Source: an optimization exercise on an open RTL-to-GDS flow (aim: small area). Production flows keep margins and buffers that such runs may drop.
Only simulation tests tie the RTL to the original design; equivalence was not proved.
In every run shown here, the design's own scripts or RTL, not TritonCTS, make the clock network.
The clock port is modelled as an ideal driver, which makes a skipped or thinned clock tree look cheaper than it is; a real chip needs a root buffer or a tree.
Power and IR drop assume default switching activity.

==> design/flow/design.v <==
`timescale 1ns / 1ps
module Top_module(
    input wire clk,
    input wire reset,
    input wire spi_miso,
    output wire spi_mosi,
    output wire spi_sck,
    output wire spi_cs,
    output wire uart_tx
);
    localparam K_RST = 3'd0, K_INIT = 3'd1, K_CFG1 = 3'd2, K_CFG2 = 3'd3,
               K_START = 3'd4, K_POLL = 3'd5, K_READ = 3'd6, K_POLLOK = 3'd7;
    reg in_bit;
    wire act;
    reg [6:0] uc;
    reg [3:0] slot;
    reg [3:0] ch;
    reg [2:0] kind;      
    reg [11:0] c;
    reg mosi_r;
    wire in_gap = ~in_bit;
    wire [2:0] byte_i = c[10:8];
    wire [2:0] bit_i  = c[7:5];
    wire [4:0] k      = c[4:0];
    wire b7 = &bit_i;
    wire wrap = in_bit ? (b7 ? (c[4] & c[3] & c[2]) : (c[4] & c[3] & c[1]))
                       : (c[4] & c[3] & c[1] & c[0]);
    wire [11:0] c_inc = wrap ? {c[11:5] + 7'd1, 5'd0} : c + 12'd1;
    reg gap_end;
    always @(*) begin
        case (kind)
            K_INIT:  gap_end = &(c | ~12'd1371);    
            K_RST:   gap_end = 1'b0;
            K_START: gap_end = &(c | ~12'd3432);    
            K_POLL:  gap_end = &(c | ~12'd3432);
            K_READ:  gap_end = ch[3] & ch[2] & slot[2] & slot[0] & uc[4] & uc[3] & uc[2];
            default: gap_end = c[1] & c[0];         
        endcase
    end
    reg [2:0] kind_next;
    always @(*) begin
        case (kind)
            K_INIT:  kind_next = K_CFG1;
            K_CFG1:  kind_next = K_CFG2;
            K_CFG2:  kind_next = K_START;
            K_START: kind_next = K_POLL;
            K_POLL:  kind_next = K_POLL;
            K_POLLOK: kind_next = K_READ;
            default: kind_next = K_START;
        endcase
    end
    wire seven = (kind == K_CFG1) | (kind == K_CFG2) | (kind == K_READ);
    wire last_byte = seven ? (byte_i[2] & byte_i[1]) : (byte_i[1] & byte_i[0]);
    wire xfer_end = in_bit & wrap & b7 & last_byte;
    reg [7:0] txb;
    always @(*) begin
        txb = 8'h00;
        case (kind)
            K_CFG1: case (byte_i)
                3'd0: txb = 8'h02; 3'd1: txb = 8'h02; 3'd2: txb = 8'h18;
                3'd3: txb = 8'hE8; 3'd4: txb = 8'h17; 3'd5: txb = 8'h70;
                default: txb = 8'h00;
            endcase
            K_CFG2: case (byte_i)
                3'd0: txb = 8'h02; 3'd1: txb = 8'h02; 3'd2: txb = 8'h20;
                3'd3: txb = 8'h79; 3'd4: txb = 8'hC6;
                default: txb = 8'h00;
            endcase
            K_START: case (byte_i)
                3'd0: txb = 8'h02; 3'd3: txb = 8'h89;
                default: txb = 8'h00;
            endcase
            K_POLL, K_POLLOK: txb = (byte_i == 3'd0) ? 8'h03 : 8'h00;
            default: case (byte_i)
                3'd0: txb = 8'h03; 3'd2: txb = 8'h30;
                default: txb = 8'h00;
            endcase
        endcase
    end
    wire tx_bit = txb[~bit_i];
    wire k0  = (k == 5'd0);
    wire k13 = c[3] & c[2] & ~c[1] & c[0];
    wire sample = in_bit & k13;
    always @(posedge clk or posedge reset) begin
        if (reset) begin
            in_bit <= 1'b0;
            kind <= K_RST;
            mosi_r <= 1'b0;
        end else begin
            if (in_bit & k0) mosi_r <= tx_bit;
            if ((kind == K_POLL) & sample & byte_i[1] & byte_i[0] & (bit_i == 3'd1) & spi_miso)
                kind <= K_POLLOK;
            if (kind == K_RST)
                kind <= K_INIT;
            if (in_gap & gap_end) begin
                in_bit <= 1'b1;
                kind <= kind_next;
            end else if (xfer_end)
                in_bit <= 1'b0;
        end
    end
    always @(posedge clk)
        if ((kind == K_RST) | (in_gap & gap_end) | xfer_end)
            c <= 12'd0;
        else
            c <= c_inc;
    assign spi_sck  = in_bit & (k[4] ? ~(k[3] & (k[2] | (k[1] & k[0]))) : (k[3] & k[2] & k[1]));
    assign spi_cs   = in_gap;
    assign spi_mosi = mosi_r;
    reg [27:0] r;
    reg e1, e2, cy;
    reg s;               
    reg zf;              
    reg [3:0] dg;        
    reg run;             
    wire rd_gap = in_gap & (kind == K_READ);
    wire mulact = rd_gap & (c[11:7] == 5'd0) & (ch[3:1] == 3'd0);    
    reg [19:0] wv;
    always @(*) begin
        case (ch)
            4'd3: wv = 20'd1000000;
            4'd4: wv = 20'd100000;
            4'd5: wv = 20'd10000;
            4'd7: wv = 20'd1000;
            4'd8: wv = 20'd100;
            4'd9: wv = 20'd10;
            default: wv = 20'd1;
        endcase
    end
    wire [4:0] kw = k - 5'd8;
    wire wbit = (k >= 5'd8) & wv[kw];
    wire sub = ~s;
    wire first = k0;
    wire opx = r[0];
    wire opy = mulact ? (e2 & (k[4:1] != 4'd0)) : (wbit ^ sub);
    wire cin = first ? (sub & ~mulact) : cy;
    wire sum = opx ^ opy ^ cin;
    wire cout = (opx & opy) | (opx & cin) | (opy & cin);
    wire active = mulact | run;
    wire pend = k[4] & k[3] & k[1] & k[0];    
    wire flip = sub ^ cout;
    wire wr3 = sample & (byte_i == 3'd3) & bit_i[2];
    wire wr4 = sample & byte_i[2] & ~byte_i[1] & ~byte_i[0];
    wire wr5 = sample & byte_i[2] & byte_i[0];
    wire wr6 = sample & byte_i[2] & byte_i[1];
    always @(posedge clk) begin
        r <= {active ? sum : r[0], r[27:1]};
        if (wr3) r[21] <= 1'b0;
        if (wr4) r[19] <= spi_miso;
        if (wr5) r[17] <= spi_miso;
        if (wr6) r[15] <= spi_miso;
        e1 <= r[0];
        e2 <= e1;
        cy <= cout;
    end
    wire digch_prev = (ch == 4'd3) | (ch == 4'd4) | (ch == 4'd5) | (ch == 4'd7) |
                      (ch == 4'd8) | (ch == 4'd9) | (ch == 4'd10);
    wire slot9 = slot[3] & slot[0];
    wire window = digch_prev & ((slot[2] & slot[1]) | (slot[3] & ~slot[0]));
    always @(posedge clk) begin
        if (mulact) begin
            s <= 1'b0;
            zf <= 1'b1;
            dg <= 4'd0;
        end else if (pend) begin
            if (run) begin
                if (flip)
                    s <= ~s;
                else
                    dg <= dg + 4'd1;
            end else if (window) begin
                dg <= 4'd0;
                zf <= zf & (dg == 4'd0);
            end
        end
    end
    always @(posedge clk)
        if (pend) run <= window | (act & run & (s ^ flip));
    wire ustart = rd_gap & c[2] & ~act;
    wire slot_end = slot9 ? (uc[6] & uc[5] & uc[3]) :
                                     (uc[6] & uc[5] & uc[2] & uc[1] & uc[0]);
    assign act = (ch != 4'd0);
    always @(posedge clk)
        if (kind == K_RST)
            ch <= 4'd0;
        else if (ustart | (act & slot_end & slot9))
            ch <= ch + 4'd1;
    always @(posedge clk) begin
        if (ustart) begin
            uc <= 7'd0;
            slot <= 4'd0;
        end else if (slot_end) begin
            uc <= 7'd0;
            slot <= slot9 ? 4'd0 : slot + 4'd1;
        end else
            uc <= uc + 7'd1;
    end
    wire [2:0] db = slot[2:0] - 3'd1;
    wire digch = (ch == 4'd4) | (ch == 4'd5) | (ch == 4'd6) | (ch == 4'd8) |
                 (ch == 4'd9) | (ch == 4'd10) | (ch == 4'd11);
    reg [7:0] cb;
    always @(*) begin
        case (ch)
            4'd1: cb = 8'h54;
            4'd2: cb = 8'h3A;
            4'd7: cb = 8'h2E;
            4'd13: cb = 8'h43;
            4'd14: cb = 8'h0D;
            4'd15: cb = 8'h0A;
            default: cb = 8'h20;
        endcase
    end
    wire blank = zf & (dg == 4'd0) & ((ch == 4'd4) | (ch == 4'd5));
    wire [7:0] dchar = {3'b001, ~blank, dg};
    wire [7:0] chr = digch ? dchar : cb;
    reg dbit;
    always @(*) begin
        if (slot == 4'd0) dbit = 1'b0;
        else if (slot9) dbit = 1'b1;
        else dbit = chr[db];
    end
    assign uart_tx = ~act | dbit | (kind == K_RST);
endmodule
==> design/flow/flow/run.sh <==
#!/bin/bash
# Layout flow: the standard synthesis; its combinational logic re-mapped by
# ABC with area-oriented scripts (registers kept exactly as the standard
# synthesis made them), keeping the smallest of several randomized runs and
# then re-running from the best netlist for a few rounds; then the standard
# layout from that netlist with the smallest port buffers and a small clock
# tree. Each tool writes its full output to a log file here.
set -euo pipefail
R=orfs/results/${FLOW_PLATFORM}/Top_module/base
bash standard.sh synth > synth_standard.log 2>&1
cp $R/1_2_yosys.v standard_1_2_yosys.v
export RS_LIB=${FLOW_HOME}/platforms/${FLOW_PLATFORM}/lib/sky130_fd_sc_hd__tt_025C_1v80.lib

# variant N: deepsyn with seed N from netlist $2, then mapped by &nf or amap
variant() {
  local i=$1 in=$2 map
  if (( i % 2 )); then map="dc2; &get -n; &dch -f; &nf -a -R 1000; &put"; else map="dch -f; amap"; fi
  echo "strash; &get -n; &deepsyn -T 60 -S $i; &put; $map; topo" > area_$i.abc
  RS_IN=$in RS_ABC=area_$i.abc RS_OUT=resynth_$i.v RS_TAG=resynth_$i \
    yosys -c flow/resynth.tcl > resynth_$i.log 2>&1 || true
}
best=""; besta=""
pick() {
  local i a
  for i in "$@"; do
    if [[ -s resynth_$i.v && -s resynth_${i}_after.stat ]]; then
      a=$(awk '/Chip area/ {print $NF}' resynth_${i}_after.stat)
      echo "variant $i: $a" >> resynth_pick.log
      if [[ -z "$besta" ]] || awk -v a="$a" -v b="$besta" 'BEGIN{exit !(a<b)}'; then best=$i; besta=$a; fi
    fi
  done
}
# round 1: eight runs from the standard netlist, four at a time
for batch in "1 2 3 4" "5 6 7 8"; do
  for i in $batch; do variant $i standard_1_2_yosys.v & done
  wait
done
pick 1 2 3 4 5 6 7 8
# rounds 2-4: four runs from the best netlist so far
for round in 2 3 4; do
  if [[ -z "$best" ]]; then break; fi
  from=resynth_$best.v
  ids=""
  for j in 1 2 3 4; do
    i=$(( round * 10 + j ))
    ids="$ids $i"
    variant $i $from &
  done
  wait
  pick $ids
done
if [[ -z "$best" ]]; then
  echo "no variant; keeping the standard netlist" >> resynth_pick.log
  cp standard_1_2_yosys.v resynth_0.v
  best=0
fi
echo "picked variant $best ($besta)" >> resynth_pick.log
cp resynth_$best.v $R/1_2_yosys.v
rm -f $R/1_synth.odb $R/1_synth.sdc
bash standard.sh synth > synth_odb.log 2>&1

KNOBS=("BUFFER_PORTS_ARGS=-buffer_cell sky130_fd_sc_hd__buf_1"
       "CTS_ARGS=-sink_clustering_enable -buf_list sky130_fd_sc_hd__clkbuf_4 -root_buf sky130_fd_sc_hd__clkbuf_4 -dont_use_dummy_load -repair_clock_nets")
bash standard.sh "${KNOBS[@]}" cts > cts.log 2>&1
# Clock tree: four buffers straight from the clock port, one per balanced
# cluster of flip-flops. If their clock slew comes out too high, keep the CTS
# tree and upsize its slow buffers instead.
export CLKTREE_RESULTS=$R CLKTREE_LIB=$RS_LIB CLKTREE_PLATFORM=${FLOW_HOME}/platforms/${FLOW_PLATFORM}
if ! CLKTREE_N=4 CLKTREE_CELL=sky130_fd_sc_hd__clkbuf_8 CLKTREE_BIG=sky130_fd_sc_hd__clkbuf_16 \
     CLKTREE_UPSIZE=0.105 CLKTREE_LIMIT=0.108 \
     openroad -no_init -exit flow/clktree.tcl > clktree.log 2>&1; then
  CLKFIX_RESULTS=$R CLKFIX_LIB=$RS_LIB CLKFIX_PLATFORM=${FLOW_HOME}/platforms/${FLOW_PLATFORM} \
    CLKFIX_CELL=sky130_fd_sc_hd__clkbuf_8 CLKFIX_LIMIT=0.112 \
    openroad -no_init -exit flow/clkfix.tcl > clkfix.log 2>&1 || true
fi
bash standard.sh "${KNOBS[@]}" finish > finish.log 2>&1
==> design/flow/flow/clkfix.tcl <==
# After CTS: a clock buffer whose flip-flops see a clock slew over
# CLKFIX_LIMIT (ns, estimated from placement) is swapped for CLKFIX_CELL.
set R $::env(CLKFIX_RESULTS)
read_db $R/4_cts.odb
read_liberty $::env(CLKFIX_LIB)
read_sdc $R/4_cts.sdc
source $::env(CLKFIX_PLATFORM)/setRC.tcl
set_propagated_clock [all_clocks]
estimate_parasitics -placement
set db [ord::get_db]
set block [ord::get_db_block]
set big [$db findMaster $::env(CLKFIX_CELL)]
proc worst_sink_slew {} {
  set worst [dict create]
  foreach p [get_pins -hierarchical */CLK] {
    set s [get_property $p slew_max]
    set net [get_nets -of_objects $p]
    set drv [get_pins -of_objects $net -filter "direction == output"]
    if { [llength $drv] == 0 } { continue }
    set inst [get_property [get_cells -of_objects $drv] name]
    if { ![dict exists $worst $inst] || [dict get $worst $inst] < $s } { dict set worst $inst $s }
  }
  return $worst
}
set worst [worst_sink_slew]
dict for {inst s} $worst {
  puts [format "clock driver %s: worst flip-flop clock slew %.4f" $inst $s]
  if { $s > $::env(CLKFIX_LIMIT) } {
    set i [$block findInst $inst]
    if { $i != "NULL" && [string match *clkbuf* [[$i getMaster] getName]] } {
      $i swapMaster $big
      puts "  swapped $inst to $::env(CLKFIX_CELL)"
    }
  }
}
detailed_placement
check_placement
estimate_parasitics -placement
dict for {inst s} [worst_sink_slew] { puts [format "after: %s %.4f" $inst $s] }
write_db $R/4_cts.odb
==> design/flow/flow/clktree.tcl <==
# Replace the clock tree made by CTS with CLKTREE_N buffers of CLKTREE_CELL
# driven straight from the clock port, one per cluster of flip-flops
# (k-means on their placement). The clock port then drives CLKTREE_N pins.
set R $::env(CLKTREE_RESULTS)
read_db $R/4_cts.odb
read_liberty $::env(CLKTREE_LIB)
read_sdc $R/4_cts.sdc
source $::env(CLKTREE_PLATFORM)/setRC.tcl
set db [ord::get_db]
set block [ord::get_db_block]
set K $::env(CLKTREE_N)
set master [$db findMaster $::env(CLKTREE_CELL)]
set clkport [$block findBTerm clk]
set clknet [$clkport getNet]

# flip-flop clock pins
set sinks {}
foreach inst [$block getInsts] {
  set it [$inst findITerm CLK]
  if { $it != "NULL" && [$it getNet] != "NULL" } { lappend sinks $inst }
}
puts "clock sinks: [llength $sinks]"

# remove the tree: every buffer/inverter on the clock network
set removed 0
set again 1
while { $again } {
  set again 0
  foreach it [$clknet getITerms] {
    set inst [$it getInst]
    set m [[$inst getMaster] getName]
    if { [string match *clkbuf* $m] || [string match *clkinv* $m] || [string match *buf* $m] } {
      set onet [[$inst findITerm X] getNet]
      if { $onet == "NULL" } { continue }
      foreach oit [$onet getITerms] {
        if { [$oit getInst] != $inst } { $oit disconnect; $oit connect $clknet }
      }
      $it disconnect
      odb::dbInst_destroy $inst
      odb::dbNet_destroy $onet
      incr removed
      set again 1
      break
    }
  }
}
puts "removed $removed clock tree cells"

# k-means on sink locations
proc center { inst } {
  set b [$inst getBBox]
  return [list [expr { ([$b xMin] + [$b xMax]) / 2.0 }] [expr { ([$b yMin] + [$b yMax]) / 2.0 }]]
}
set pts {}
foreach s $sinks { lappend pts [center $s] }
set xs [lsort -real [lmap p $pts {lindex $p 0}]]
# initial centers spread along a sorted order of x+y
set order [lsort -real -index 0 [lmap p $pts {list [expr {[lindex $p 0] + [lindex $p 1]}] $p}]]
set cents {}
for { set i 0 } { $i < $K } { incr i } {
  set idx [expr { int(($i + 0.5) * [llength $order] / $K) }]
  lappend cents [lindex [lindex $order $idx] 1]
}
# balanced clusters: pairs (sink, center) by distance, each center takes at
# most ceil(sinks / K) sinks; then the centers move to their clusters' means
set cap [expr { ([llength $pts] + $K - 1) / $K }]
for { set iter 0 } { $iter < 30 } { incr iter } {
  set pairs {}
  set j 0
  foreach p $pts {
    for { set i 0 } { $i < $K } { incr i } {
      set c [lindex $cents $i]
      lappend pairs [list [expr { abs([lindex $p 0] - [lindex $c 0]) + abs([lindex $p 1] - [lindex $c 1]) }] $j $i]
    }
    incr j
  }
  set assign [lrepeat [llength $pts] -1]
  set load [lrepeat $K 0]
  foreach pr [lsort -real -index 0 $pairs] {
    lassign $pr d j i
    if { [lindex $assign $j] < 0 && [lindex $load $i] < $cap } {
      lset assign $j $i
      lset load $i [expr { [lindex $load $i] + 1 }]
    }
  }
  set new {}
  for { set i 0 } { $i < $K } { incr i } {
    set sx 0; set sy 0; set n 0
    foreach p $pts a $assign { if { $a == $i } { set sx [expr {$sx + [lindex $p 0]}]; set sy [expr {$sy + [lindex $p 1]}]; incr n } }
    if { $n > 0 } { lappend new [list [expr {$sx / $n}] [expr {$sy / $n}]] } else { lappend new [lindex $cents $i] }
  }
  set cents $new
}

# one buffer per cluster, at the cluster's center
for { set i 0 } { $i < $K } { incr i } {
  set c [lindex $cents $i]
  set buf [odb::dbInst_create $block $master clktree_$i]
  $buf setLocation [expr { int([lindex $c 0]) }] [expr { int([lindex $c 1]) }]
  $buf setPlacementStatus PLACED
  [$buf findITerm A] connect $clknet
  set net [odb::dbNet_create $block clknet_tree_$i]
  $net setSigType CLOCK
  [$buf findITerm X] connect $net
  set n 0
  foreach s $sinks a $assign {
    if { $a == $i } {
      set it [$s findITerm CLK]
      $it disconnect
      $it connect $net
      incr n
    }
  }
  puts "buffer clktree_$i: $n flip-flops"
}
global_connect
detailed_placement
check_placement
set_propagated_clock [all_clocks]
estimate_parasitics -placement
proc worst_slew {} {
  set mx 0
  foreach p [get_pins -hierarchical */CLK] { set s [get_property $p slew_max]; if { $s > $mx } { set mx $s } }
  return $mx
}
# a cluster whose flip-flops see too slow a clock edge gets the bigger buffer
set big [$db findMaster $::env(CLKTREE_BIG)]
for { set i 0 } { $i < $K } { incr i } {
  set mx 0
  foreach p [get_pins -of_objects [get_nets clknet_tree_$i] -filter "direction == input"] {
    set s [get_property $p slew_max]; if { $s > $mx } { set mx $s }
  }
  puts [format "cluster %d: worst flip-flop clock slew %.4f" $i $mx]
  if { $mx > $::env(CLKTREE_UPSIZE) } {
    [$block findInst clktree_$i] swapMaster $big
    puts "  clktree_$i is now $::env(CLKTREE_BIG)"
  }
}
detailed_placement
check_placement
estimate_parasitics -placement
set mx [worst_slew]
puts [format "worst flip-flop clock slew %.4f" $mx]
if { $mx > $::env(CLKTREE_LIMIT) } { error "clock slew over the limit" }
write_db $R/4_cts.odb
==> design/flow/flow/resynth.tcl <==
# Re-map the combinational logic of the standard synthesis netlist with an
# area-oriented ABC script. Flip-flops and tie cells stay as they are.
yosys -import
set lib $::env(RS_LIB)
read_liberty -ignore_miss_func $lib
blackbox sky130_fd_sc_hd__df* sky130_fd_sc_hd__edf* sky130_fd_sc_hd__sdf* sky130_fd_sc_hd__sedf* sky130_fd_sc_hd__dl* sky130_fd_sc_hd__conb_1
read_verilog $::env(RS_IN)
hierarchy -top Top_module
flatten
opt_clean -purge
tee -o $::env(RS_TAG)_before.stat stat
# the platform's DONT_USE_CELLS
set dont_use {-dont_use sky130_fd_sc_hd__lpflow_bleeder_1 -dont_use sky130_fd_sc_hd__lpflow_clkbufkapwr_1 -dont_use sky130_fd_sc_hd__lpflow_clkbufkapwr_16 -dont_use sky130_fd_sc_hd__lpflow_clkbufkapwr_2 -dont_use sky130_fd_sc_hd__lpflow_clkbufkapwr_4 -dont_use sky130_fd_sc_hd__lpflow_clkbufkapwr_8 -dont_use sky130_fd_sc_hd__lpflow_clkinvkapwr_1 -dont_use sky130_fd_sc_hd__lpflow_clkinvkapwr_16 -dont_use sky130_fd_sc_hd__lpflow_clkinvkapwr_2 -dont_use sky130_fd_sc_hd__lpflow_clkinvkapwr_4 -dont_use sky130_fd_sc_hd__lpflow_clkinvkapwr_8 -dont_use sky130_fd_sc_hd__lpflow_decapkapwr_12 -dont_use sky130_fd_sc_hd__lpflow_decapkapwr_3 -dont_use sky130_fd_sc_hd__lpflow_decapkapwr_4 -dont_use sky130_fd_sc_hd__lpflow_decapkapwr_6 -dont_use sky130_fd_sc_hd__lpflow_decapkapwr_8 -dont_use sky130_fd_sc_hd__lpflow_inputiso0n_1 -dont_use sky130_fd_sc_hd__lpflow_inputiso0p_1 -dont_use sky130_fd_sc_hd__lpflow_inputiso1n_1 -dont_use sky130_fd_sc_hd__lpflow_inputiso1p_1 -dont_use sky130_fd_sc_hd__lpflow_inputisolatch_1 -dont_use sky130_fd_sc_hd__lpflow_isobufsrc_1 -dont_use sky130_fd_sc_hd__lpflow_isobufsrc_16 -dont_use sky130_fd_sc_hd__lpflow_isobufsrc_2 -dont_use sky130_fd_sc_hd__lpflow_isobufsrc_4 -dont_use sky130_fd_sc_hd__lpflow_isobufsrc_8 -dont_use sky130_fd_sc_hd__lpflow_isobufsrckapwr_16 -dont_use sky130_fd_sc_hd__lpflow_lsbuf_lh_hl_isowell_tap_1 -dont_use sky130_fd_sc_hd__lpflow_lsbuf_lh_hl_isowell_tap_2 -dont_use sky130_fd_sc_hd__lpflow_lsbuf_lh_hl_isowell_tap_4 -dont_use sky130_fd_sc_hd__lpflow_lsbuf_lh_isowell_4 -dont_use sky130_fd_sc_hd__lpflow_lsbuf_lh_isowell_tap_1 -dont_use sky130_fd_sc_hd__lpflow_lsbuf_lh_isowell_tap_2 -dont_use sky130_fd_sc_hd__lpflow_lsbuf_lh_isowell_tap_4 -dont_use sky130_fd_sc_hd__probe_p_8 -dont_use sky130_fd_sc_hd__probec_p_8}
abc -liberty $lib {*}$dont_use -script $::env(RS_ABC)
read_liberty -lib -overwrite $lib
hierarchy -top Top_module
splitnets
opt_clean -purge
hilomap -singleton -hicell sky130_fd_sc_hd__conb_1 HI -locell sky130_fd_sc_hd__conb_1 LO
insbuf -buf sky130_fd_sc_hd__buf_4 A X
opt_clean -purge
tee -o $::env(RS_TAG)_after.stat stat -liberty $lib
check -assert
write_verilog -noattr -nohex -nodec $::env(RS_OUT)
==> design/flow/standard.sh <==
#!/bin/bash
# synth_recipe.tcl (not shown) runs the flow's synth.tcl, then flattens the netlist and writes it again
# the make line also repeats each setting of config.mk as NAME=value (left out here)
make -C /OpenROAD-flow-scripts/flow DESIGN_CONFIG=/design/flow/config.mk WORK_HOME=/design/flow/orfs CLKGATE_MAP_FILE= SYNTH_SCRIPT=/design/flow/synth_recipe.tcl "${@:-finish}"
==> design/flow/config.mk <==
export PLATFORM = sky130hd
export DESIGN_NAME = Top_module
export DESIGN_NICKNAME = Top_module
export VERILOG_FILES = /design/flow/design.v
export SDC_FILE = /design/flow/constraint.sdc
export NUM_CORES = 4
export LEC_CHECK = 0
export CAP_MARGIN = 20
export CORE_MARGIN = 2
export CORE_UTILIZATION = 75
export PLACE_DENSITY = 0.85
export SLEW_MARGIN = 20
==> design/flow/constraint.sdc <==
create_clock -name core_clock -period 125.0 [get_ports {clk}]
set_input_delay 25.0000 -clock core_clock [delete_from_list [all_inputs] [get_ports {clk}]]
set_output_delay 25.0000 -clock core_clock [all_outputs]
set_load 0.01 [all_outputs]
==> results.tsv, run 1 <==
stage	metric	value	unit
finish	fillers	244	
drt	routed_wl	7310	um
timing	min_period	26.98	ns
finish	final_nets	378	
critical_path	crit_fanout	5	
die	die-width	65.7	um
global_route	antenna_found_initial	0	
timing	drv_slew	0	
timing	setup_viol	0	
timing	finalCritPeriodShare	21.6	%
drt	ant_nets	0	
critical_path	max_stage_delay	0.44	ns
global_route	grt_pass1_wl	11900	um
die	initial_utilization	78.1	%
global_route	grt_pass1_vias	2564	
job	maxCapViolations	0	
critical_path	slowest_stage	dfxtp_1	
drt	vias	2764	
logic_synthesis	syn_inst	363	
outcome	outcome	complete, no violations	
global_route	grt_use_total	36.3	%
critical_path	crit_required	100.00	ns
global_route	grt_overflow	0	
timing	clock_skew	0.0122	ns
drt	wl_per_cell	17.4	um
critical_path	path_buf_inv	3	
place	post-place-cells	417	
clocking	clock_latency	0.16	ns
timing	rsz0062_at_grt	false	
power	p_leak	1.07	nW
finish	area_delta_synth_final	4.81	%
drt	first_iter_violations	444	
critical_path	worstSetupStartpointType	flip-flop	
die	dieHeight	65.7	um
logic_synthesis	avgSynthCellArea	7.88	sq um
critical_path	worst_path_most_repeated_cell	nor2_1	
die	core	0.00366	sq mm
drt	drc	0	
drt	vias_per_cell	6.57	
logic_synthesis	syn-num-nets	366	
critical_path	crit_arrival	1.98	ns
finish	stdcell_count	421	
clocking	hold_buffers	0	
drt	firstDrtPassIters	5	
min_path	hp-class	reg2reg	
power	ir_worst_vdd	12.9	uV
timing	slew_headroom	33.8	%
finish	final_core_util	81.9	%
finish	antennaDiodeCount	0	
clocking	clk_pin_slew_worst_paths	0.11	ns
critical_path	setup.worst_path.class	reg2out	
power	p_total	0.0308	mW
die	die_area	0.00432	sq mm
timing	max_freq	0.0371	GHz
clocking	post-cts-setup-buffers	0	
logic_synthesis	synth_area	0.00286	sq mm
place	dp_hpwl	5340	um
power	p_per_area	10.3	mW/mm^2
timing	fin_tns_setup	0	ns
finish	drive_above_1_share	1.07	%
timing	worst_pin_slew	0.984	ns
place	routabilityCongestion	0.971	
critical_path	end_kind	output pin	
clocking	post_cts_resized	0	
clocking	cts_sinks	70	
die	io_pins	7	
global_route	grt_max_degree	19	
logic_synthesis	ys.warnings.count	1	
critical_path	crit_path_cell_trace	clkinv_1 -> nor2_1 -> clkinv_1 -> nor2_1 -> o21a_1 -> a31oi_1 -> nor2_1 -> nor4_1 -> o21ai_0 -> buf_1	
timing	hold_violations	0	
place	io_buffers	6	
critical_path	critPathTopFamily	simple AND/OR/NAND/NOR gates	
die	rows	22	
-- metal layers --
metal  part of all wire [%]  track usage [%]  vias up  wire length, um
li1                       -                -     1289                -
met1                     40             43.7     1261             2900
met2                     50             62.9      172             3650
met3                    6.8             7.02       42              495
met4                    3.7             15.4        0              270
met5                      0                0        -                0
-- state kept, by name, indices dropped and copies added, names as in the netlist --
name    flops
s           1
r          28
mosi_r      1
ch          4
dg          4
zf          1
e2          1
e1          1
c          12
slot        4
uc          7
run         1
cy          1
in_bit      1
kind        3
-- cell usage in the layout, fill, tap and decap left out, types with 7 or more instances in the layout --
cell	instances
a211oi_1	13
a21oi_1	11
a31oi_1	7
clkinv_1	49
dfxtp_1	64
nand2_1	31
nand3_1	8
nor2_1	80
nor3_1	22
nor4_1	9
o21ai_0	25
-- power by group --
group	switching, mW	internal, mW	total [mW]
registers	0	0.0224	0.0224
logic	0.0000683	0.0000259	0.0000946
clock network	0.00537	0.00298	0.00835
total	0.00544	0.0254	0.0308
-- final timing paths --
path / from / to / slack [ns] / depth (start not counted)
worst max-delay path: ch[2] / uart_tx / 98.02 / 10
worst min-delay path: r[21] / r[20] / 0.32 / 0
worst max register to register: kind[2] / dg[2] / 120.89 / 16
worst min register to register: r[21] / r[20] / 0.32 / 0
max in group asynchronous: reset / in_bit / 100.19 / 2
min in group asynchronous: reset / mosi_r / 24.67 / 2
-- stage by stage --
stage | instance area [sq um] | hold WS (ns) | setup slack (ns)
after detailed placement | 2940 | 0.312 | 98.25
after CTS | 3010 | 0.315 | 97.83
after global placement | 2940 | 0.310 | 98.28
after floorplan | 2860 | 0.310 | 98.50
final | 3000 | 0.322 | 98.02
after global routing | 3000 | 0.333 | 97.83
-- final cells by class --
cell class	instances	area (sq um)	share of cell area, %
Buffer	4	55.1	1.84
Timing Repair Buffer	6	22.5	0.752
Inverter	49	184	6.14
Sequential cell	70	1440	47.9
Multi-Input combinational cell	244	1240	41.3
Tap cell	48	60.1	2.00
==> run 2: changes to the inputs <==
==> design/flow/flow/run.sh (replaced) <==
#!/bin/bash
# Layout flow: the standard synthesis; its combinational logic re-mapped by
# ABC with area-oriented scripts (registers kept exactly as the standard
# synthesis made them; sixteen variants, the smallest netlist is kept); then
# the standard layout from that netlist with the smallest port buffers and a
# small clock tree. Each tool writes its full output to a log file here.
set -euo pipefail
R=orfs/results/${FLOW_PLATFORM}/Top_module/base
bash standard.sh synth > synth_standard.log 2>&1
cp $R/1_2_yosys.v standard_1_2_yosys.v
export RS_LIB=${FLOW_HOME}/platforms/${FLOW_PLATFORM}/lib/sky130_fd_sc_hd__tt_025C_1v80.lib
export RS_IN=standard_1_2_yosys.v

# sixteen variants: eight deepsyn seeds, each mapped two ways; four at a time
variant() {
  local i=$1 seed=$(( ($1 - 1) % 8 + 1 ))
  if (( i <= 8 )); then
    echo "strash; &get -n; &deepsyn -T 60 -S $seed; &put; dc2; &get -n; &dch -f; &nf -a -R 1000; &put; topo" > area_$i.abc
  else
    echo "strash; &get -n; &deepsyn -T 60 -S $seed; &put; dch -f; amap; topo" > area_$i.abc
  fi
  RS_ABC=area_$i.abc RS_OUT=resynth_$i.v RS_TAG=resynth_$i \
    yosys -c flow/resynth.tcl > resynth_$i.log 2>&1 || true
}
for batch in "1 2 3 4" "5 6 7 8" "9 10 11 12" "13 14 15 16"; do
  for i in $batch; do variant $i & done
  wait
done
best=""; besta=""
for i in $(seq 1 16); do
  if [[ -s resynth_$i.v && -s resynth_${i}_after.stat ]]; then
    a=$(awk '/Chip area/ {print $NF}' resynth_${i}_after.stat)
    echo "variant $i: $a" >> resynth_pick.log
    if [[ -z "$besta" ]] || awk -v a="$a" -v b="$besta" 'BEGIN{exit !(a<b)}'; then best=$i; besta=$a; fi
  fi
done
if [[ -z "$best" ]]; then
  echo "no variant; keeping the standard netlist" >> resynth_pick.log
  cp standard_1_2_yosys.v resynth_0.v
  best=0
fi
echo "picked variant $best ($besta)" >> resynth_pick.log
cp resynth_$best.v $R/1_2_yosys.v
rm -f $R/1_synth.odb $R/1_synth.sdc
bash standard.sh synth > synth_odb.log 2>&1

KNOBS=("BUFFER_PORTS_ARGS=-buffer_cell sky130_fd_sc_hd__buf_1"
       "CTS_ARGS=-sink_clustering_enable -buf_list sky130_fd_sc_hd__clkbuf_4 -root_buf sky130_fd_sc_hd__clkbuf_4 -dont_use_dummy_load -repair_clock_nets")
bash standard.sh "${KNOBS[@]}" cts > cts.log 2>&1
# Clock tree: four buffers straight from the clock port, one per balanced
# cluster of flip-flops. If their clock slew comes out too high, keep the CTS
# tree and upsize its slow buffers instead.
export CLKTREE_RESULTS=$R CLKTREE_LIB=$RS_LIB CLKTREE_PLATFORM=${FLOW_HOME}/platforms/${FLOW_PLATFORM}
if ! CLKTREE_N=4 CLKTREE_CELL=sky130_fd_sc_hd__clkbuf_8 CLKTREE_BIG=sky130_fd_sc_hd__clkbuf_16 \
     CLKTREE_UPSIZE=0.112 CLKTREE_LIMIT=0.118 \
     openroad -no_init -exit flow/clktree.tcl > clktree.log 2>&1; then
  CLKFIX_RESULTS=$R CLKFIX_LIB=$RS_LIB CLKFIX_PLATFORM=${FLOW_HOME}/platforms/${FLOW_PLATFORM} \
    CLKFIX_CELL=sky130_fd_sc_hd__clkbuf_8 CLKFIX_LIMIT=0.112 \
    openroad -no_init -exit flow/clkfix.tcl > clkfix.log 2>&1 || true
fi
bash standard.sh "${KNOBS[@]}" finish > finish.log 2>&1
==> run 2 against run 1 <==
  * Still clean
  * Register-to-register slack worse by 0.09 ns
  * Core utilization rose by 0.068 points
  * Worst hold slack improved by 0.014 ns
  * Synthesized cell count is 1.1% lower
  * Flip-flop and latch count is the same
  * Largest power group unchanged
  * Synthesized area is 0.31% lower
  * Cell count decreased by 0.95%
==> results.tsv, run 2 <==
stage	metric	value	unit
power	ir_worst_vdd	11.3	uV
finish	stdcell_area	0.00300	sq mm
drt	firstDrtPassIters	5	
die	initial_utilization	77.9	%
drt	wl_per_cell	16.8	um
clocking	clock_latency	0.16	ns
power	pwr-share-seq	70.4	%
finish	antennaDiodeCount	0	
critical_path	r2r_slack	120.80	ns
die	dieHeight	65.6	um
place	io_buffers	6	
outcome	outcome	complete, no violations	
drt	vias	2661	
min_path	hold_end	r[16]	
critical_path	crit_fanout	10	
critical_path	worstSetupStartpointType	flip-flop	
critical_path	crit_arrival	2.32	ns
job	maxCapViolations	0	
finish	reg.largest.list	r: 28 flops, c: 12 flops, uc: 7 flops	
critical_path	crit_start	ch[1]	
global_route	grt_pass1_vias	2493	
critical_path	setup.worst_path.class	reg2out	
finish	drive_above_1_share	1.08	%
power	p_total	0.0317	mW
timing	drv_slew	0	
finish	fillers	224	
finish	final_common_cell	nor2_1	
global_route	grt_use_total	34.8	%
die	io_pins	7	
clocking	hold_buffers	0	
timing	max_freq	0.0366	GHz
finish	largest_reg_flops	28	
finish	area_delta_synth_final	5.22	%
clocking	post_cts_resized	0	
min_path	hp-class	reg2reg	
global_route	grt_pass1_wl	11400	um
finish	seqCellArea	0.00144	sq mm
drt	routed_wl	6990	um
finish	multiInputGateArea	0.00126	sq mm
timing	rsz0062_at_grt	false	
drt	vias_per_cell	6.38	
die	core	0.00366	sq mm
place	dp_hpwl	5070	um
place	post-place-cells	413	
timing	slew_headroom	30.3	%
power	p_clk_share	29.2	%
timing	worst_pin_slew	1.04	ns
timing	clock_skew	0.0226	ns
power	p_leak	1.09	nW
logic_synthesis	syn_inst	359	
global_route	grt_max_degree	19	
timing	finalCritPeriodShare	21.9	%
timing	fin_tns_setup	0	ns
drt	drc	0	
finish	top_register	r	
finish	final_nets	374	
power	power_frac_comb	0.3	%
die	die-width	65.6	um
global_route	grt_overflow	0	
clocking	post-cts-setup-buffers	0	
logic_synthesis	ys.warnings.count	1	
timing	hold_violations	0	
logic_synthesis	synth_area	0.00285	sq mm
clocking	cts_sinks	70	
timing	setup_viol	0	
power	p_int	0.0261	mW
min_path	min_path_cells	0	
power	switching_share	17.9	%
logic_synthesis	syn-num-nets	362	
critical_path	rr_startpoint	ch[1]	
place	dpl-instance-area	0.00293	sq mm
global_route	antenna_found_initial	0	
power	switchingPower	0.00567	mW
finish	stdcell_count	417	
finish	layout_common_cells	78 x nor2_1, 64 x dfxtp_1, 42 x clkinv_1	
drt	first_iter_violations	387	
power	p_per_area	10.6	mW/mm^2
critical_path	end_kind	output pin	
place	routabilityCongestion	0.950	
critical_path	r2r-end	dg[3]	
finish	final_core_util	81.9	%
drt	ant_nets	0	
die	die_area	0.00431	sq mm
clocking	clk_pin_slew_worst_paths	0.11	ns
timing	min_period	27.32	ns
min_path	min_from	r[17]	
critical_path	reg2reg_depth	18	
die	rows	22	
logic_synthesis	avgSynthCellArea	7.94	sq um
critical_path	crit_required	100.00	ns
==> run 2: changes by cell type in the layout (fill, tap and decap cells not counted), sizes merged, moves of 3 or more <==
| cell | previous run | this run |
|---|---|---|
| a31oi | 7 | 10 |
| nand2 | 31 | 24 |
| nor3 | 22 | 27 |
| clkinv | 49 | 42 |
| o22ai | 4 | 1 |
| a21oi | 11 | 18 |
| o221ai | 4 | 0 |
| a211oi | 13 | 17 |
==> run 2: stage by stage <==
stage / hold slack, ns / worst slack (ns)
2_1_floorplan: 0.310 / 98.33
4_1_cts: 0.317 / 97.53
5_1_grt: 0.337 / 97.35
6_report: 0.336 / 97.68
3_3_place_gp: 0.311 / 98.02
3_5_place_dp: 0.312 / 97.99
==> run 2: worst max-delay path by stage <==
| stage | cells after the start | endpoint | slack (ns) |
|---|---|---|---|
| final | 11 | uart_tx | 97.68 |
| after global routing | 11 | uart_tx | 97.35 |
| after detailed placement | 11 | uart_tx | 97.99 |
| after CTS | 11 | uart_tx | 97.53 |
| after global placement | 11 | uart_tx | 98.02 |
| after floorplan | 10 | uart_tx | 98.33 |
==> run 2: area by class of cell <==
cell class	instances	area share (%)
plain buffers	4	2.21
repair buffers	6	0.751
flip-flops and latches	70	47.9
multi-input cells	247	41.9
well taps	48	2.00
inverters	42	5.26
==> run 2: layer usage <==
layer	vias up	track usage [%]	wire length, um
li1	1287	-	-
met1	1223	43.8	2930
met2	135	61.6	3510
met3	16	6.34	433
met4	0	8.59	124
met5	-	0	0
==> run 2: critical path: stages (launching register included) <==
cell and delay [ns]:
dfxtp_1 0.55, clkinv_1 0.27, a21oi_1 0.27, o21ai_0 0.11, o21ai_0 0.14, o21ai_0 0.10, o21a_1 0.12, nor3_1 0.14
a31oi_1 0.06, a21oi_1 0.11, nand4b_1 0.13, buf_1 0.16
==> run 2: power by group through the flow <==
stage	registers [mW]	clock network, mW	logic, mW
6_report	0.0223	0.00928	0.000106
5_1_grt	0.0224	0.0101	0.000121
4_1_cts	0.0224	0.0100	0.000107
3_5_place_dp	0.0229	0	0.000108
3_3_place_gp	0.0229	0	0.0000944
2_1_floorplan	0.0229	0	0.0000529
==> run 3: changes to the inputs <==
==> design/flow/flow/run.sh (replaced) <==
#!/bin/bash
# Standard synthesis, then the combinational logic is re-mapped by ABC with
# area-oriented scripts (registers kept as the standard synthesis made them;
# eight variants, the smallest netlist is kept), then the standard layout from
# that netlist with the smallest port buffers and a small clock tree.
set -euo pipefail
R=orfs/results/${FLOW_PLATFORM}/Top_module/base
bash standard.sh synth > synth_standard.log 2>&1
cp $R/1_2_yosys.v standard_1_2_yosys.v
export RS_LIB=${FLOW_HOME}/platforms/${FLOW_PLATFORM}/lib/sky130_fd_sc_hd__tt_025C_1v80.lib
export RS_IN=standard_1_2_yosys.v
# eight variants: four deepsyn seeds, each mapped two ways; four at a time
variant() {
  local i=$1 seed=$(( ($1 - 1) % 4 + 1 ))
  if (( i <= 4 )); then
    echo "strash; &get -n; &deepsyn -T 60 -S $seed; &put; dc2; &get -n; &dch -f; &nf -a -R 1000; &put; topo" > area_$i.abc
  else
    echo "strash; &get -n; &deepsyn -T 60 -S $seed; &put; dch -f; amap; topo" > area_$i.abc
  fi
  RS_ABC=area_$i.abc RS_OUT=resynth_$i.v RS_TAG=resynth_$i \
    yosys -c flow/resynth.tcl > resynth_$i.log 2>&1 || true
}
for i in 1 2 3 4; do variant $i & done
wait
for i in 5 6 7 8; do variant $i & done
wait
best=""; besta=""
for i in 1 2 3 4 5 6 7 8; do
  if [[ -s resynth_$i.v && -s resynth_${i}_after.stat ]]; then
    a=$(awk '/Chip area/ {print $NF}' resynth_${i}_after.stat)
    echo "variant $i: $a" >> resynth_pick.log
    if [[ -z "$besta" ]] || awk -v a="$a" -v b="$besta" 'BEGIN{exit !(a<b)}'; then best=$i; besta=$a; fi
  fi
done
echo "picked variant $best ($besta)" >> resynth_pick.log
cp resynth_$best.v $R/1_2_yosys.v
rm -f $R/1_synth.odb $R/1_synth.sdc
bash standard.sh synth > synth_odb.log 2>&1
KNOBS=("BUFFER_PORTS_ARGS=-buffer_cell sky130_fd_sc_hd__buf_1"
       "CTS_ARGS=-sink_clustering_enable -buf_list sky130_fd_sc_hd__clkbuf_4 -root_buf sky130_fd_sc_hd__clkbuf_4 -dont_use_dummy_load -repair_clock_nets")
bash standard.sh "${KNOBS[@]}" cts > cts.log 2>&1
# Clock tree: four buffers straight from the clock port, one per balanced
# cluster of flip-flops. If their clock slew comes out too high, keep the CTS
# tree and upsize its slow buffers instead.
export CLKTREE_RESULTS=$R CLKTREE_LIB=$RS_LIB CLKTREE_PLATFORM=${FLOW_HOME}/platforms/${FLOW_PLATFORM}
if ! CLKTREE_N=4 CLKTREE_CELL=sky130_fd_sc_hd__clkbuf_8 CLKTREE_BIG=sky130_fd_sc_hd__clkbuf_16 \
     CLKTREE_UPSIZE=0.110 CLKTREE_LIMIT=0.115 \
     openroad -no_init -exit flow/clktree.tcl > clktree.log 2>&1; then
  CLKFIX_RESULTS=$R CLKFIX_LIB=$RS_LIB CLKFIX_PLATFORM=${FLOW_HOME}/platforms/${FLOW_PLATFORM} \
    CLKFIX_CELL=sky130_fd_sc_hd__clkbuf_8 CLKFIX_LIMIT=0.112 \
    openroad -no_init -exit flow/clkfix.tcl > clkfix.log 2>&1
fi
bash standard.sh "${KNOBS[@]}" finish > finish.log 2>&1
==> run 3 against run 2 <==
  * Still clean on timing, DRC and antenna
  * Worst hold slack worse by 0.0078 ns
  * Critical path depth fell by 4
  * Die area is 0.24% higher
  * Maximum frequency is 0.68% higher
  * Via count up 1.1%
  * Critical path type unchanged
  * Largest cell class unchanged
==> results.tsv, run 3 <==
stage	metric	value	unit
place	dp_hpwl	4950	um
critical_path	end_kind	output pin	
logic_synthesis	ys.warnings.count	1	
drt	firstDrtPassIters	7	
timing	min_period	27.13	ns
timing	rsz0062_at_grt	false	
outcome	outcome	complete, no violations	
global_route	antenna_found_initial	0	
clocking	cts_sinks	70	
die	initial_utilization	78.1	%
power	p_total	0.0316	mW
global_route	grt_pass1_wl	11100	um
place	routabilityCongestion	0.893	
clocking	post-cts-setup-buffers	0	
logic_synthesis	avgSynthCellArea	7.96	sq um
timing	hold_violations	0	
finish	antennaDiodeCount	0	
timing	clock_skew	0.0185	ns
timing	slew_headroom	43.4	%
critical_path	crit_fanout	6	
clocking	post_cts_resized	0	
global_route	grt_max_degree	19	
finish	top_register	r	
critical_path	critical_path.endpoint	uart_tx	
drt	drc	0	
finish	final_core_util	82.1	%
drt	vias_per_cell	6.45	
finish	final_common_cell	nor2_1	
drt	wl_per_cell	16.3	um
logic_synthesis	syn_inst	359	
place	post-place-cells	413	
finish	stdcell_count	417	
critical_path	crit_required	100.00	ns
critical_path	r2r-end	dg[3]	
global_route	grt_pass1_vias	2491	
die	core	0.00366	sq mm
timing	max_freq	0.0369	GHz
critical_path	setup.worst_path.class	reg2out	
die	die_area	0.00432	sq mm
critical_path	rr_startpoint	kind[2]	
finish	reg.largest.list	r: 28 flops, c: 12 flops, uc: 7 flops	
drt	routed_wl	6810	um
finish	area_delta_synth_final	5.21	%
clocking	clk_pin_slew_worst_paths	0.10	ns
critical_path	reg2reg_depth	15	
timing	drv_slew	0	
critical_path	crit_arrival	2.13	ns
die	dieHeight	65.7	um
timing	worst_pin_slew	0.841	ns
global_route	grt_overflow	0	
place	io_buffers	6	
finish	layout_common_cells	77 x nor2_1, 64 x dfxtp_1, 50 x clkinv_1	
logic_synthesis	synth_area	0.00286	sq mm
drt	vias	2691	
timing	finalCritPeriodShare	21.7	%
min_path	hp-class	reg2reg	
power	p_per_area	10.5	mW/mm^2
die	io_pins	7	
drt	ant_nets	0	
finish	final_nets	374	
logic_synthesis	syn-num-nets	362	
drt	first_iter_violations	399	
job	maxCapViolations	0	
clocking	hold_buffers	0	
critical_path	crit_start	ch[2]	
clocking	clock_latency	0.16	ns
timing	whs	0.328	ns
power	p_leak	1.10	nW
global_route	grt_use_total	33.8	%
die	die-width	65.7	um
finish	fillers	244	
die	rows	22	
finish	largest_reg_flops	28	
timing	setup_viol	0	
critical_path	r2r_slack	120.45	ns
timing	fin_tns_setup	0	ns
critical_path	worstSetupStartpointType	flip-flop	
power	ir_worst_vdd	12.0	uV
finish	drive_above_1_share	1.08	%
==> run 3: cell type report <==
cell class                      count  area, sq um  area share, %
Buffer                              4         66.3           2.21
Sequential cell                    70         1440           47.8
Timing Repair Buffer                6         22.5          0.749
Multi-Input combinational cell    239         1230           41.0
Inverter                           50          188           6.24
Tap cell                           48         60.1           2.00
==> run 3: critical path, cell delays in order, from the launching register on <==
cell and delay (ns):
dfxtp_1 0.45, clkinv_1 0.17, nor2_1 0.39, o221ai_1 0.20, a32oi_1 0.19, nor4_1 0.07, or3_1 0.36, buf_1 0.13
==> run 3: routing by layer <==
| metal | global-route usage (%) | vias to the layer above | wire length, um |
|---|---|---|---|
| met2 | 55.2 | 181 | 3160 |
| li1 | - | 1269 | - |
| met5 | 0 | - | 0 |
| met3 | 6.68 | 37 | 632 |
| met1 | 43.4 | 1204 | 2750 |
| met4 | 14.6 | 0 | 277 |
==> run 3: worst min path at each step <==
stage          endpoint  cells after the start  slack, ns   from
6_report           r[8]                      0       0.33   r[9]
5_1_grt            r[8]                      0       0.33   r[9]
4_1_cts           r[23]                      0       0.32  r[24]
3_5_place_dp      r[20]                      0       0.31  r[21]
3_3_place_gp      r[20]                      0       0.31  r[21]
2_1_floorplan        e2                      0       0.31     e1
==> run 3: power by group <==
part | switching [mW] | internal [mW] | total, mW
clock network | 0.00550 | 0.00368 | 0.00918
registers | 0 | 0.0223 | 0.0223
logic | 0.0000623 | 0.0000233 | 0.0000861
total | 0.00556 | 0.0261 | 0.0316
==> run 3: per-stage QoR <==
step / instance area (sq um) / setup WS [ns]
after CTS: 3010 / 97.73
final: 3010 / 97.87
after global placement: 2940 / 98.19
after floorplan: 2860 / 98.46
after global routing: 3010 / 97.74
after detailed placement: 2940 / 98.16

## port drivers added, routing unchanged
The flow's constraints put no driver on any port. The routed layouts listed below were extracted and timed again, unchanged, in two steps. Step 1 (the two cells are an assumption about what drives the block):
set clk [get_ports {clk}]
set_driving_cell -lib_cell sky130_fd_sc_hd__clkbuf_16 $clk
set_driving_cell -lib_cell sky130_fd_sc_hd__buf_2 [delete_from_list [all_inputs] $clk]
Step 2, shift: input delay + t, output delay - t, t = (earliest + latest rising clock arrival at the registers) / 2. This alone moves slack from input paths to output paths. Slacks: ideal / step 1 / step 2; pairs: ideal / step 1.
run	t, ns	setup slack, ns	hold WS [ns]	worst setup path after step 2	worst data-port slew with drivers (ns)
run 1	0.213	98.020 / 97.962 / 98.176	0.322 / 0.322 / 0.322	register to output	0.03
run 2	0.214	97.682 / 97.623 / 97.836	0.336 / 0.336 / 0.336	register to output	0.03
run 3	0.213	97.868 / 97.804 / 98.017	0.328 / 0.328 / 0.328	register to output	0.03
After both steps setup and hold are still met in every run listed.
